From an optimization exercise on the open Yosys and OpenROAD flow, aimed at small area; shortcuts taken in it are not production practice. In this exercise RTL edits were held to simulation tests only and were not proved equivalent to the original. Power and IR drop assume default switching activity.

==> job 6780: inputs <==
Design CONTROLLER, start of the top module:
module CONTROLLER(
input CONTROLLER_Reset,
input CONTROLLER_Clock,
output [11:0]rom_addr,
output rom_rd,
input [7:0]rom_data,
output reg [7:0]P0,
output reg [7:0]P1,
output reg [7:0]P2,
output reg [7:0]P3,
output reg [7:0]SP,
output reg [7:0]A,
output reg [15:0]PC,
output reg [7:0]PSW,
output reg [1:0]Current_Phase,
output reg [3:0]Current_State
);
clock: 20.0 ns
lec_check: 0
cap_margin: 20
core_margin: 2
core_utilization: 40
place_density: 0.6
slew_margin: 20
synth_hierarchical: 1
run.sh (not shown) runs the stock make flow with config.mk's settings and CLKGATE_MAP_FILE= SYNTH_SCRIPT=/design/flow/synth_recipe.tcl, a recipe that flattens the netlist after the stock synthesis.
==> job 2224: changes against job 6780 <==
--- a/flow/design.v
+++ b/flow/design.v
@@ -876,170 +876,16 @@
 Next_Phase=CS2;
 end
 8'b1011_0000 : begin
 CONTROLLER_ALU_OPCODE = 4'b0000;
 PSW[7]=PSW[7]^(~CONTROLLER_out_bit_data);
 Next_State=ES6;
 Next_Phase=CS2;
 end
-8'b1011_1xxx: begin
-CONTROLLER_SRC_1 = CONTROLLER_out_data;
-CONTROLLER_SRC_2 = TEMP_ROM_DATA;
-CONTROLLER_ALU_OPCODE = 4'b0010;   
-Next_State=ES5;
-Next_Phase=CS2;
-end 
-8'b1011_011x: begin
-CONTROLLER_SRC_1 = A;
-CONTROLLER_SRC_2 = TEMP_ROM_DATA;
-CONTROLLER_ALU_OPCODE = 4'b0010;   
-Next_State=ES5;
-Next_Phase=CS2;
-end 
-8'b1101_1xxx: begin
-CONTROLLER_SRC_1 = CONTROLLER_out_data;
-CONTROLLER_SRC_2 = 1'b1;
-CONTROLLER_ALU_OPCODE = 4'b0010;   
-Next_State=ES5;
-Next_Phase=CS2;
-end 
-8'b1011_0101: begin
-CONTROLLER_SRC_1 = A;
-CONTROLLER_SRC_2 = CONTROLLER_out_data;
-CONTROLLER_ALU_OPCODE = 4'b0010;   
-Next_State=ES5;
-Next_Phase=CS2;
-end 
-8'b1011_0100: begin
-CONTROLLER_SRC_1 = A;
-CONTROLLER_SRC_2 = TEMP_ROM_DATA;
-CONTROLLER_ALU_OPCODE = 4'b0010;   
-Next_State=ES5;
-Next_Phase=CS2;
-end 
-8'b1101_0101: begin
-CONTROLLER_SRC_1 = CONTROLLER_out_data;
-CONTROLLER_SRC_2 = 1'b1;
-CONTROLLER_ALU_OPCODE = 4'b0010;   
-Next_State=ES5;
-Next_Phase=CS2;
-end 
-8'b0010_0000 : begin
-if(CONTROLLER_out_bit_data == 1'b1) begin
-	CONTROLLER_SRC_1 = PC[15:8];
-	CONTROLLER_SRC_2 = PC[7:0];
-	CONTROLLER_SRC_3 = CONTROLLER_rom_data;
-	CONTROLLER_ALU_OPCODE = 4'b1110;
-	Next_State=CJNE1;
-	Next_Phase=CS2;
-end 
-else begin
-Next_State=ES6;
-Next_Phase=CS2;
-end 
-end 
-8'b0011_0000 : begin
-if(CONTROLLER_out_bit_data == 1'b0) begin
-	CONTROLLER_SRC_1 = PC[15:8];
-	CONTROLLER_SRC_2 = PC[7:0];
-	CONTROLLER_SRC_3 = CONTROLLER_rom_data;
-	CONTROLLER_ALU_OPCODE = 4'b1110;
-	Next_State=CJNE1;
-	Next_Phase=CS2;
-end 
-else begin
-Next_State=ES6;
-Next_Phase=CS2;
-end 
-end 
-8'b0100_0000 : begin
-if(PSW[7] == 1'b1) begin
-	CONTROLLER_SRC_1 = PC[15:8];
-	CONTROLLER_SRC_2 = PC[7:0];
-	CONTROLLER_SRC_3 = CONTROLLER_rom_data;
-	CONTROLLER_ALU_OPCODE = 4'b1110;
-	Next_State=CJNE1;
-	Next_Phase=CS2;
-end 
-else begin
-Next_State=ES6;
-Next_Phase=CS2;
-end 
-end 
-8'b0101_0000 : begin
-if(PSW[7] == 1'b0) begin
-	CONTROLLER_SRC_1 = PC[15:8];
-	CONTROLLER_SRC_2 = PC[7:0];
-	CONTROLLER_SRC_3 = CONTROLLER_rom_data;
-	CONTROLLER_ALU_OPCODE = 4'b1110;
-	Next_State=CJNE1;
-	Next_Phase=CS2;
-end 
-else begin
-Next_State=ES6;
-Next_Phase=CS2;
-end 
-end 
-8'b0111_0000 : begin
-if(A != 8'h00) begin
-	CONTROLLER_SRC_1 = PC[15:8];
-	CONTROLLER_SRC_2 = PC[7:0];
-	CONTROLLER_SRC_3 = CONTROLLER_rom_data;
-	CONTROLLER_ALU_OPCODE = 4'b1110;
-	Next_State=CJNE1;
-	Next_Phase=CS2;
-end 
-else begin
-Next_State=ES6;
-Next_Phase=CS2;
-end 
-end 
-8'b0110_0000 : begin
-if(A == 8'h00) begin
-	CONTROLLER_SRC_1 = PC[15:8];
-	CONTROLLER_SRC_2 = PC[7:0];
-	CONTROLLER_SRC_3 = CONTROLLER_rom_data;
-	CONTROLLER_ALU_OPCODE = 4'b1110;
-	Next_State=CJNE1;
-	Next_Phase=CS2;
-end 
-else begin
-Next_State=ES6;
-Next_Phase=CS2;
-end 
-end 
-8'b1000_0000 : begin
-CONTROLLER_SRC_1 = PC[15:8];
-CONTROLLER_SRC_2 = PC[7:0];
-CONTROLLER_SRC_3 = CONTROLLER_rom_data;
-CONTROLLER_ALU_OPCODE = 4'b1110;
-Next_State=CJNE1;
-Next_Phase=CS2;
-end 
-8'b0010_0011 , 8'b0000_0011 : begin
-CONTROLLER_SRC_1 = A;
-CONTROLLER_SRC_2 = 2;
-CONTROLLER_ALU_OPCODE = (CONTROLLER_OPCODE == 8'b0010_0011 )? 4'B1010 : 4'b1100;
-Next_State=ES6;
-Next_Phase=CS2;
-end 
-8'b0011_0011 , 8'b0001_0011 : begin
-CONTROLLER_SRC_1 = A;
-CONTROLLER_SRC_2 = 2;
-CONTROLLER_p_CY = PSW[7];
-CONTROLLER_ALU_OPCODE = (CONTROLLER_OPCODE == 8'b0011_0011 )? 4'b1011 : 4'b1101;
-Next_State=ES6;
-Next_Phase=CS2;
-end 
-8'b1001_0011 : begin
-CONTROLLER_SRC_1 = A;
-CONTROLLER_SRC_2 = DPTR[7:0];
-CONTROLLER_ALU_OPCODE = 4'b0001;
-end 
 endcase
 CONTROLLER_SRC_2=((CONTROLLER_OPCODE & 8'b11111000) == (8'b0001_1xxx & 8'b11111000))?(CONTROLLER_out_data):((CONTROLLER_A_DEINITIALIZE == 1'b0)?((CONTROLLER_A_NOT_USED == 1'b1)? 1 : A):8'b0);
 CONTROLLER_p_CY=PSW[7];
 CONTROLLER_addr=(CALL_TYPE_INSTRUCTION == 1'b1)?CONTROLLER_addr:8'h00;
 CONTROLLER_rd=(CALL_TYPE_INSTRUCTION == 1'b1)?CONTROLLER_rd:1'b0;
 CONTROLLER_rom_rd =(CALL_TYPE_INSTRUCTION == 1'b1)?CONTROLLER_rom_rd:1'b0;
 end
 ES5:
@@ -1050,48 +896,23 @@
 CONTROLLER_TEMP_RAM_DATA_STORED : CONTROLLER_dest;
 CONTROLLER_addr=(CONTROLLER_OPCODE == 8'b1100_0000)?(CONTROLLER_dest):((CONTROLLER_INDIRECT_ADDRESSING_USED == 1'b1) ? TEMPRARY_RAM_ADDRESS_STORED : {3'b000,PSW[4],PSW[3],CONTROLLER_OPCODE[2:0]});
 CONTROLLER_wr=1'b1;
 if(CONTROLLER_OPCODE == 8'b1100_0000)
 begin 
 SP = CONTROLLER_dest;
 end
 end
-else if(CONTROLLER_OPCODE == 8'b1001_0011) begin
-CONTROLLER_rom_rd=1'b1;
-CONTROLLER_rom_addr = CONTROLLER_dest;
-Next_State=ES6;
-Next_Phase=CS2;
-end 
-else if(CONTROLLER_OPCODE == 8'b1001_0000) begin
-DPTR = {TEMP_ROM_DATA,CONTROLLER_rom_data};
-end 
-else if(CONTROLLER_OPCODE == 8'b1000_0101) begin
-CONTROLLER_rd=1'b1;
-CONTROLLER_addr=CONTROLLER_rom_data;
-Next_State=CJNE1;
-Next_Phase=CS2;
-end 
-else if(CONTROLLER_OPCODE == 8'b0111_0011) begin
-CONTROLLER_PC_TEMP = CONTROLLER_rom_data;
-end
 else if(CONTROLLER_ALU_NOT_NEEDED == 1'b1) begin
 CONTROLLER_in_data =(CONTROLLER_ROM_NEEDED == 1'b1) ? CONTROLLER_out_data :CONTROLLER_rom_data;
 CONTROLLER_rom_rd=1'b0;
 CONTROLLER_rd=1'b0;
 CONTROLLER_addr={3'b000,PSW[4],PSW[3],CONTROLLER_OPCODE[2:0]};
 CONTROLLER_wr=1'b1;
 end
-else if(CONTROLLER_ALU_NOT_NEEDED == 1'b1) begin
-CONTROLLER_in_data =(CONTROLLER_ROM_NEEDED == 1'b0) ? CONTROLLER_out_data :CONTROLLER_rom_data;
-CONTROLLER_rom_rd=1'b0;
-CONTROLLER_rd=1'b0;
-CONTROLLER_addr=(CONTROLLER_RAM_AND_ROM_BOTH == 1'b1)?(CONTROLLER_rom_data):{3'b000,PSW[4],PSW[3],CONTROLLER_OPCODE[2:0]};
-CONTROLLER_wr=1'b1;
-end
 else if(CONTROLLER_DIRECT_ADDRSSING_A_NOT_USED == 1'b1) begin
 CONTROLLER_in_data = CONTROLLER_dest;
 CONTROLLER_addr = TEMPRARY_ROM_ADDRESS_STORED;
 CONTROLLER_wr = 1'b1;
 end
 else if(CONTROLLER_ALU_OPCODE != 4'b0000) begin 
 A=CONTROLLER_dest;
 PSW[7]=CONTROLLER_CY;
==> flow/config.mk (replaced) <==
export PLATFORM = sky130hd
export DESIGN_NAME = CONTROLLER
export DESIGN_NICKNAME = CONTROLLER
export VERILOG_FILES = /design/flow/design.v
export SDC_FILE = /design/flow/constraint.sdc
export NUM_CORES = 4
export LEC_CHECK = 0
export CAP_MARGIN = 20
export CORE_MARGIN = 2
export CORE_UTILIZATION = 60
export CTS_BUF_LIST = sky130_fd_sc_hd__clkbuf_8
export CTS_CLUSTER_DIAMETER = 50
export CTS_CLUSTER_SIZE = 18
export PLACE_DENSITY = 0.7
export SLEW_MARGIN = 20
export SYNTH_HIERARCHICAL = 1
==> results.txt <==
* Initial antenna violation count at 7
* CP Depth at 1
* Clkbuf count at between 100 and 150
* Clock group share of total power at between 30% and 40%
* Multi-input gate share of total cell area at 29.3%
* CP max stage cell: dfxtp_1
* Synth Cell Area at ~52000 um2
* Leak at between 15 and 20 nW
* HPWL Detailed at around 100 mm
* Post-DR vias/cell at approximately 7.2
* WL met3 at approximately 21 mm
* Initial DRC Count at 6968
* Met3 global-route usage at just over 8%
* Worst skew pair latency at between 0.8 and 0.9 ns
* Outcome: timing/DRC/antenna clean
* Flop2flop setup slack at between 10 and 15 ns
* Cell count after synthesis at around 4000
* Reg area at 34200 um2
* Final hold slack at between 0.4 and 0.5 ns
* Met2 Track Usage GR at roughly half
* Layout cells sized above 1 at under 10%
(the above is from job 2224)
==> results.txt <==
* Outcome: timing/DRC/antenna clean
* Met2 Track Usage GR at ~40%
* Met3 global-route usage at a little over 5%
* WL met3 at just under 20 mm
* Final hold slack at approximately 0.46 ns
* Initial DRC Count at just under 7000
* CP Depth at 2
* Layout cells sized above 1 at about a tenth
* Multi-input gate share of total cell area at 30.4%
* Clkbuf count at 148
* Cell count after synthesis at around 4300
(the above is from job 6780)

==> static timing again, ports no longer ideal <==
Ports are ideal in the flow. The routed layouts listed here were re-timed in OpenROAD. Step 1, drivers: a clkbuf_16 drives CONTROLLER_Clock and a buf_2 each remaining input, both assumed. Step 2 times the ports against the registers' clock, not the clock port: input delays grow and output delays shrink by t, the midpoint of the rising clock arrivals with the driver on. a / b / c = ideal / step 1 / step 2; a / b = the first two.
| run | t, ns | slack for setup (ns) | hold slack, ns | worst setup path at the end | worst register clock-pin slew, ns |
|---|---|---|---|---|---|
| job 6780 | 0.799 | 13.738 / 13.666 / 13.077 | 0.460 / 0.460 / 0.460 | input to register | 0.07 / 0.07 |
| job 2224 | 0.869 | 13.726 / 13.654 / 12.937 | 0.453 / 0.453 / 0.453 | input to register | 0.11 / 0.11 |
After both steps setup and hold are still met in every run listed. The setup slack of job 2224, which loses most, moves by -0.072 ns with the drivers and by -0.789 ns with both steps.
